This design comes from an exercise in tuning for small area on the open sky130 flow, not from production work.
Function was checked by simulation only, so behaviour that the tests miss may differ from the original.
Power figures rest on the tool's default switching activity, not on a simulated workload.

== lagoon ==
==> flow/design.v <==
module txnum #(
    parameter               I_CLK_FRQ = 96_000,
    parameter [20:0]        BAUD = 9600,
    parameter [0:0]         PARITY = 0,
    parameter [1:0]         STOP = 1,
    parameter [4:0]         RADIX = 10,
    parameter               SIZE = 32,
    parameter [4:0]         DIGITS = 0
) (
    input                   i_clk,
    input                   i_rst,
    input                   i_en,
    input signed [SIZE-1:0] i_data,
    output wire             o_tx,
    output wire             o_busy
);
    reg  [3:0] bd;
    wire tick = bd[3] & bd[1];
    wire [3:0] bd_inc = {bd[3] ^ (bd[2] & bd[1] & bd[0]), bd[2] ^ (bd[1] & bd[0]),
                         bd[1] ^ bd[0], ~bd[0]};
    always @(posedge i_clk)
        if (i_rst)      bd <= 4'd0;
        else if (tick)  bd <= 4'd1;
        else            bd <= bd_inc;
    localparam [1:0] S_IDLE = 2'd0, S_CALC = 2'd1, S_SIGN = 2'd2, S_SEND = 2'd3;
    reg  [1:0] st;
    assign o_busy = (st != S_IDLE);
    wire idle = (st == S_IDLE);
    reg  [3:0] u;
    reg  [1:0] ty;               
    wire       td = ty[1] & ~ty[0];
    wire       uidle = (u == 4'd15);
    wire [3:0] u_inc = {u[3] ^ (u[2] & u[1] & u[0]), u[2] ^ (u[1] & u[0]),
                        u[1] ^ u[0], ~u[0]};
    localparam [30:0] POL = 31'h2aaaaaaa;
    reg [30:0] w;
    wire [30:0] v = w ^ POL;
    reg  [4:0] ph;               
    reg        a0;               
    reg        ba;               
    reg  [3:0] m;                
    reg  [1:0] C;                
    wire       s = C[1];
    reg        G;                
    reg        Zh;               
    wire [4:0] ph_inc = {ph[4] ^ (ph[3] & ph[2] & ph[1] & ph[0]),
                         ph[3] ^ (ph[2] & ph[1] & ph[0]),
                         ph[2] ^ (ph[1] & ph[0]), ph[1] ^ ph[0], ~ph[0]};
    wire ph0  = (ph == 5'd0);
    wire ph30 = (ph == 5'd30);
    wire win    = td & ((u == 4'd10 & tick) | u == 4'd11 | u == 4'd12 | u == 4'd13);
    wire bstart = ph0 & win;
    wire bact   = ba | bstart;
    wire seen = C[0];
    wire vb   = v[0] ^ (s & seen);                   
    wire qa   = v[28] & ~(ph == 5'd1 | ph == 5'd2);  
    wire [2:0] cq;                                   
    wire [2:0] c1q;                                  
    wire q    = (ph == 5'd1) ? c1q[2] : cq[2];
    wire hb = bact ? q : vb;
    wire [2:0] hh = m[3:1];
    wire [2:0] hn;
    wire Gn = G | (hb & (ph >= 5'd5));
    wire ge10 = G | v[4] | (v[3] & (v[2] | v[1]));    
    assign hn[0] = (~hb & hh[0] & ~hh[1]) | (~bact & ~hh[0] & hh[1]) | (bact & hb & ~hh[0] & ~hh[1]) | (~bact & hb & hh[1]) | (~hb & ~hh[0] & hh[1]);
    assign hn[1] = (~hb & hh[2]) | (~hb & hh[0] & ~hh[1]) | (hb & ~hh[0] & hh[1]) | (bact & hh[2]) | (~bact & hb & ~hh[0] & ~hh[2]);
    assign hn[2] = (~hb & hh[0] & hh[1]) | (~bact & hb & hh[2]) | (bact & hb & hh[0] & ~hh[1]);
    assign cq[0] = (~v[0] & C[0]) | (~qa & C[1]) | (v[0] & C[1]) | (qa & C[0]) | (~v[0] & qa & ~C[1]);
    assign cq[1] = (~v[0] & qa & C[1]);
    assign cq[2] = (v[0] & ~qa & ~C[0]) | (~v[0] & qa & ~C[0]) | (~v[0] & ~qa & C[0]) | (v[0] & qa & C[0]);
    assign c1q[0] = (v[0] & hh[1]) | (~hh[0] & hh[1]) | (~v[0] & hh[0] & ~hh[1]);
    assign c1q[1] = (hh[2]) | (~v[0] & hh[0] & hh[1]);
    assign c1q[2] = (v[0] & ~hh[0]) | (~v[0] & hh[0]);
    genvar gi;
    wire [3:0] kk = ph[3:0];             
    wire k0  = ~(kk[3] | kk[2] | kk[1] | kk[0]);
    wire k10 = kk[3] & kk[1];
    wire [30:22] okk;
    wire [20:0] p5;
    assign p5[0] = 1'b1;
    assign p5[1] = 1'b0;
    assign p5[2] = (kk[0]);
    assign p5[3] = (kk[1]);
    assign p5[4] = (kk[1] & ~kk[2]) | (~kk[1] & kk[2]);
    assign p5[5] = (kk[3]) | (kk[0] & kk[1]) | (~kk[1] & kk[2]);
    assign p5[6] = (kk[3]) | (~kk[0] & ~kk[1] & kk[2]) | (kk[0] & kk[1] & ~kk[2]);
    assign p5[7] = (~kk[0] & kk[3]);
    assign p5[8] = (kk[3]) | (kk[1] & kk[2]);
    assign p5[9] = (~kk[0] & ~kk[1] & kk[2]);
    assign p5[10] = (kk[3]) | (~kk[0] & kk[1] & kk[2]) | (kk[0] & ~kk[1] & kk[2]);
    assign p5[11] = (kk[0] & kk[3]) | (~kk[0] & kk[1] & kk[2]) | (kk[0] & ~kk[1] & kk[2]);
    assign p5[12] = (kk[1] & kk[2]) | (~kk[0] & kk[3]);
    assign p5[13] = (kk[1] & kk[2]) | (~kk[0] & kk[3]);
    assign p5[14] = (kk[3]);
    assign p5[15] = (kk[3]);
    assign p5[16] = (kk[3]) | (kk[0] & kk[1] & kk[2]);
    assign p5[17] = 1'b0;
    assign p5[18] = (kk[3]);
    assign p5[19] = (kk[0] & kk[3]);
    assign p5[20] = (kk[0] & kk[3]);
    assign okk[22] = (~kk[3]) | (~kk[0]);
    assign okk[23] = (~kk[3]);
    assign okk[24] = (~kk[1] & ~kk[3]) | (kk[1] & ~kk[2]) | (~kk[0] & kk[2]);
    assign okk[25] = (~kk[1] & ~kk[3]) | (kk[1] & ~kk[2]);
    assign okk[26] = (~kk[2] & ~kk[3]) | (~kk[0] & ~kk[1] & kk[2]);
    assign okk[27] = (~kk[2] & ~kk[3]);
    assign okk[28] = (~kk[0] & ~kk[2] & ~kk[3]) | (~kk[1] & ~kk[2] & ~kk[3]);
    assign okk[29] = (~kk[1] & ~kk[2] & ~kk[3]);
    assign okk[30] = (~kk[0] & ~kk[1] & ~kk[2] & ~kk[3]);
    wire s_eff = s & ~k0;
    wire [21:0] g;
    assign g[0] = s_eff ? seen : 1'b1;
    assign g[1] = v[0] & g[0];
    generate for (gi = 1; gi < 21; gi = gi + 1) begin : g_cmp
        wire t = p5[gi] ^ ~s_eff;
        assign g[gi+1] = (v[gi] & g[gi]) | (v[gi] & t) | (g[gi] & t);
    end endgenerate
    wire [30:21] upo, upa;
    generate for (gi = 21; gi < 31; gi = gi + 1) begin : g_up
        wire ok = (gi == 21) ? 1'b1 : okk[gi];
        assign upo[gi] = ok & v[gi];
        assign upa[gi] = ~ok | v[gi];
    end endgenerate
    wire cmp = ~k10 & (s_eff ? (~g[21] | ~(&upa)) : (g[21] | (|upo)));
    reg f;
    always @(*) case (u)
        4'd6: f = 1'b0;
        4'd7: f = ty[1] ? (~ty[0] & m[0]) : ty[0];
        4'd8: f = ty[1] & (ty[0] | m[1]);
        4'd9: f = ty[1] ? (~ty[0] & m[2]) : ty[0];
        4'd10: f = ty[1] ? (ty[0] | m[3]) : ty[0];
        4'd11: f = ty[1] & ~ty[0];
        4'd12: f = ~(ty[1] & ty[0]);
        4'd13: f = 1'b0;
        4'd14: f = 1'b0;
        default: f = 1'b1;
    endcase
    assign o_tx = f;
    always @(posedge i_clk) begin
        if (i_rst) begin
            st <= S_IDLE;
            u  <= 4'd15;
        end else begin
            if (u == 4'd4 || (tick && !uidle)) u <= u_inc;
            else if (uidle && st == S_SIGN) begin
                u <= 4'd5; ty <= {1'b0, s};
            end else if (uidle && st == S_SEND) begin
                u <= 4'd4; ty <= {1'b1, ~Zh};
            end
            case (st)
            S_IDLE: if (i_en) st <= S_CALC;
            S_CALC: begin
                Zh <= ~k0;
                if (!cmp) st <= S_SIGN;
            end
            S_SIGN: st <= S_SEND;
            S_SEND: if (uidle && !Zh) st <= S_IDLE;
            endcase
        end
        if (idle) begin
            w  <= i_data[30:0] ^ POL;
            ph <= 5'd0;
            a0 <= 1'b1;
            ba <= 1'b0;
            C  <= {i_data[31], 1'b0};
            m  <= 4'd0;
            G  <= 1'b0;
        end else begin
            ph <= ph30 ? 5'd0 : ph_inc;
            w[28:0] <= v[29:1] ^ POL[28:0];
            w[29]   <= ((bact & ~ph0) ? q : v[30]) ^ POL[29];
            w[30]   <= (bact ? 1'b0 : (a0 ? vb : v[0])) ^ POL[30];
            if (ph30) a0 <= 1'b0;
            ba <= bact & ~ph30;
            if (a0) begin
                C[0] <= seen | v[0];
                if (ph0) m[0] <= vb;
                else     m[3:1] <= hn;
                G <= Gn;
            end else if (bact) begin
                if (ph0) begin
                    G <= 1'b0;
                    Zh <= ge10;
                end else if (ph == 5'd1) begin
                    C <= c1q[1:0];
                    m <= {3'd0, q};
                end else begin
                    C <= cq[1:0];
                    m[3:1] <= hn;
                    G <= Gn;
                end
            end
        end
    end
endmodule
==> flow/config.mk <==
export PLATFORM = sky130hd
export DESIGN_NAME = txnum
export DESIGN_NICKNAME = txnum
export VERILOG_FILES = /design/flow/design.v
export SDC_FILE = /design/flow/constraint.sdc
export NUM_CORES = 4
export LEC_CHECK = 0
export ABC_AREA = 1
export CAP_MARGIN = 20
export CORE_MARGIN = 2
export CORE_UTILIZATION = 70
export SLEW_MARGIN = 20
==> flow/constraint.sdc <==
create_clock -name core_clock -period 14.0 [get_ports {i_clk}]
set_input_delay 2.8000 -clock core_clock [delete_from_list [all_inputs] [get_ports {i_clk}]]
set_output_delay 2.8000 -clock core_clock [all_outputs]
set_load 0.01 [all_outputs]
standard.sh (not shown) runs the stock make flow with config.mk's settings and CLKGATE_MAP_FILE= SYNTH_SCRIPT=/design/flow/synth_recipe.tcl, a recipe that flattens the netlist after the stock synthesis.
==> flow/flow/run.sh <==
#!/bin/bash
# The standard layout (ORFS with the standard flow's config.mk), with these changes,
# none of which touches the registers (same names, count and cell types as
# the standard synthesis):
# - synthesis without Yosys adder extraction (ADDER_MAP_FILE empty), and an
#   area-oriented ABC script in place of ORFS's abc_area.script: two rounds
#   of deepsyn, choices and area mapping, the last with more area-recovery
#   iterations;
# - plain buf_1 cells as the port buffers (every port still gets one);
# - TritonCTS with clkbuf_4 only, large sink clusters and no dummy loads.
# Each step's output goes to synth.log / standard.log here, and ORFS's own
# logs to orfs/logs.
set -euo pipefail
export ADDER_MAP_FILE=
export BUFFER_PORTS_ARGS="-buffer_cell sky130_fd_sc_hd__buf_1"
export CTS_ARGS="-sink_clustering_enable -repair_clock_nets -dont_use_dummy_load -sink_clustering_size 32 -sink_clustering_max_diameter 200 -sink_clustering_levels 1 -buf_list sky130_fd_sc_hd__clkbuf_4"
rm -rf scripts_abc
cp -r "$FLOW_HOME/scripts" scripts_abc
printf 'strash\n&get -n\n&deepsyn -J 100 -T 100\n&put\ndch -f\namap\nstrash\n&get -n\n&deepsyn -J 100 -T 100\n&put\ndch -f\namap -F 10 -A 30\ntopo\n' > scripts_abc/abc_area.script
SCRIPTS_DIR="$PWD/scripts_abc" bash standard.sh synth > synth.log 2>&1
bash standard.sh > standard.log 2>&1
lagoon: PASS, flow complete, no timing, DRC or antenna violations
[inputs] tundra vs lagoon
--- a/flow/flow/run.sh
+++ b/flow/flow/run.sh
@@ -14,5 +14,5 @@
 export ADDER_MAP_FILE=
 export BUFFER_PORTS_ARGS="-buffer_cell sky130_fd_sc_hd__buf_1"
-export CTS_ARGS="-sink_clustering_enable -repair_clock_nets -dont_use_dummy_load -sink_clustering_size 32 -sink_clustering_max_diameter 200 -sink_clustering_levels 1 -buf_list sky130_fd_sc_hd__clkbuf_4"
+export CTS_ARGS="-sink_clustering_enable -repair_clock_nets -dont_use_dummy_load -sink_clustering_size 100 -sink_clustering_max_diameter 1000 -buf_list sky130_fd_sc_hd__clkbuf_4"
 rm -rf scripts_abc
 cp -r "$FLOW_HOME/scripts" scripts_abc
### Flow results
- lagoon -> tundra: number of buffers other than clock buffers in the final layout delta 0, exact match
- tundra finished all stages; the layout is clean.
- Area growth from synthesis to final layout: tundra vs lagoon identical
- Reported for tundra and lagoon, final standard cell area without fillers turned out identical to the last digit.
- Diff lagoon..tundra | overall routing resource usage | unchanged
- Comparing tundra against lagoon, there is no change at all in residual DRC count.
- Diff lagoon -> tundra: met3 track demand over resource barely changed; via count stayed essentially flat.
> inputs changed (tundra -> pepper)
==> flow/flow/run.sh <==
#!/bin/bash
# Standard layout with these changes, none of which touches the registers:
# - synthesis without adder extraction, and an area-oriented ABC script
#   (deepsyn, choices, area mapping, twice) in place of ORFS's abc_area.script;
# - plain buf_1 cells as the port buffers;
# - one clock buffer level, no dummy loads.
set -euo pipefail
export ADDER_MAP_FILE=
export BUFFER_PORTS_ARGS="-buffer_cell sky130_fd_sc_hd__buf_1"
export CTS_ARGS="-sink_clustering_enable -repair_clock_nets -dont_use_dummy_load -sink_clustering_size 100 -sink_clustering_max_diameter 1000 -buf_list sky130_fd_sc_hd__clkbuf_4"
rm -rf scripts_abc
cp -r "$FLOW_HOME/scripts" scripts_abc
printf 'strash\n&get -n\n&deepsyn -T 20\n&put\ndch -f\namap\nstrash\n&get -n\n&deepsyn -T 20\n&put\ndch -f\namap\ntopo\n' > scripts_abc/abc_area.script
SCRIPTS_DIR="$PWD/scripts_abc" bash standard.sh synth > synth.log 2>&1
bash standard.sh > standard.log 2>&1
==> comparison <==
The final layout from pepper, which completed every stage, passed the timing, DRC and antenna checks at the end of the flow.
Per the comparison of pepper with tundra, portion of the clock cycle consumed by the worst path in the final layout went down, fraction of the mapped netlist area in simple logic gates went up, total power went up, wire length of the first global-routing pass went up, number of fill cells in the layout went up.

port drivers added, routing unchanged:
In the flow no input, the clock included, has a driving cell. The finished layouts below were timed again as built, in two steps. Step 1 sets driving cells, clkbuf_16 on the clock port and buf_2 on the other inputs (assumed; they add their load-dependent delay and slew). Step 2, shift: input delay + t, output delay - t, t = (earliest + latest rising clock arrival at the registers) / 2. This alone moves slack from input paths to output paths. Three values: ideal, step 1, step 2; two values: the first two.
run	t (ns)	slack for setup (ns)	worst data-port slew with drivers (ns)
lagoon	0.410	7.824 / 7.824 / 7.824	0.03
tundra	0.410	7.824 / 7.824 / 7.824	0.03
pepper	0.408	8.071 / 8.071 / 8.071	0.03
After both steps every run listed still meets setup and hold.
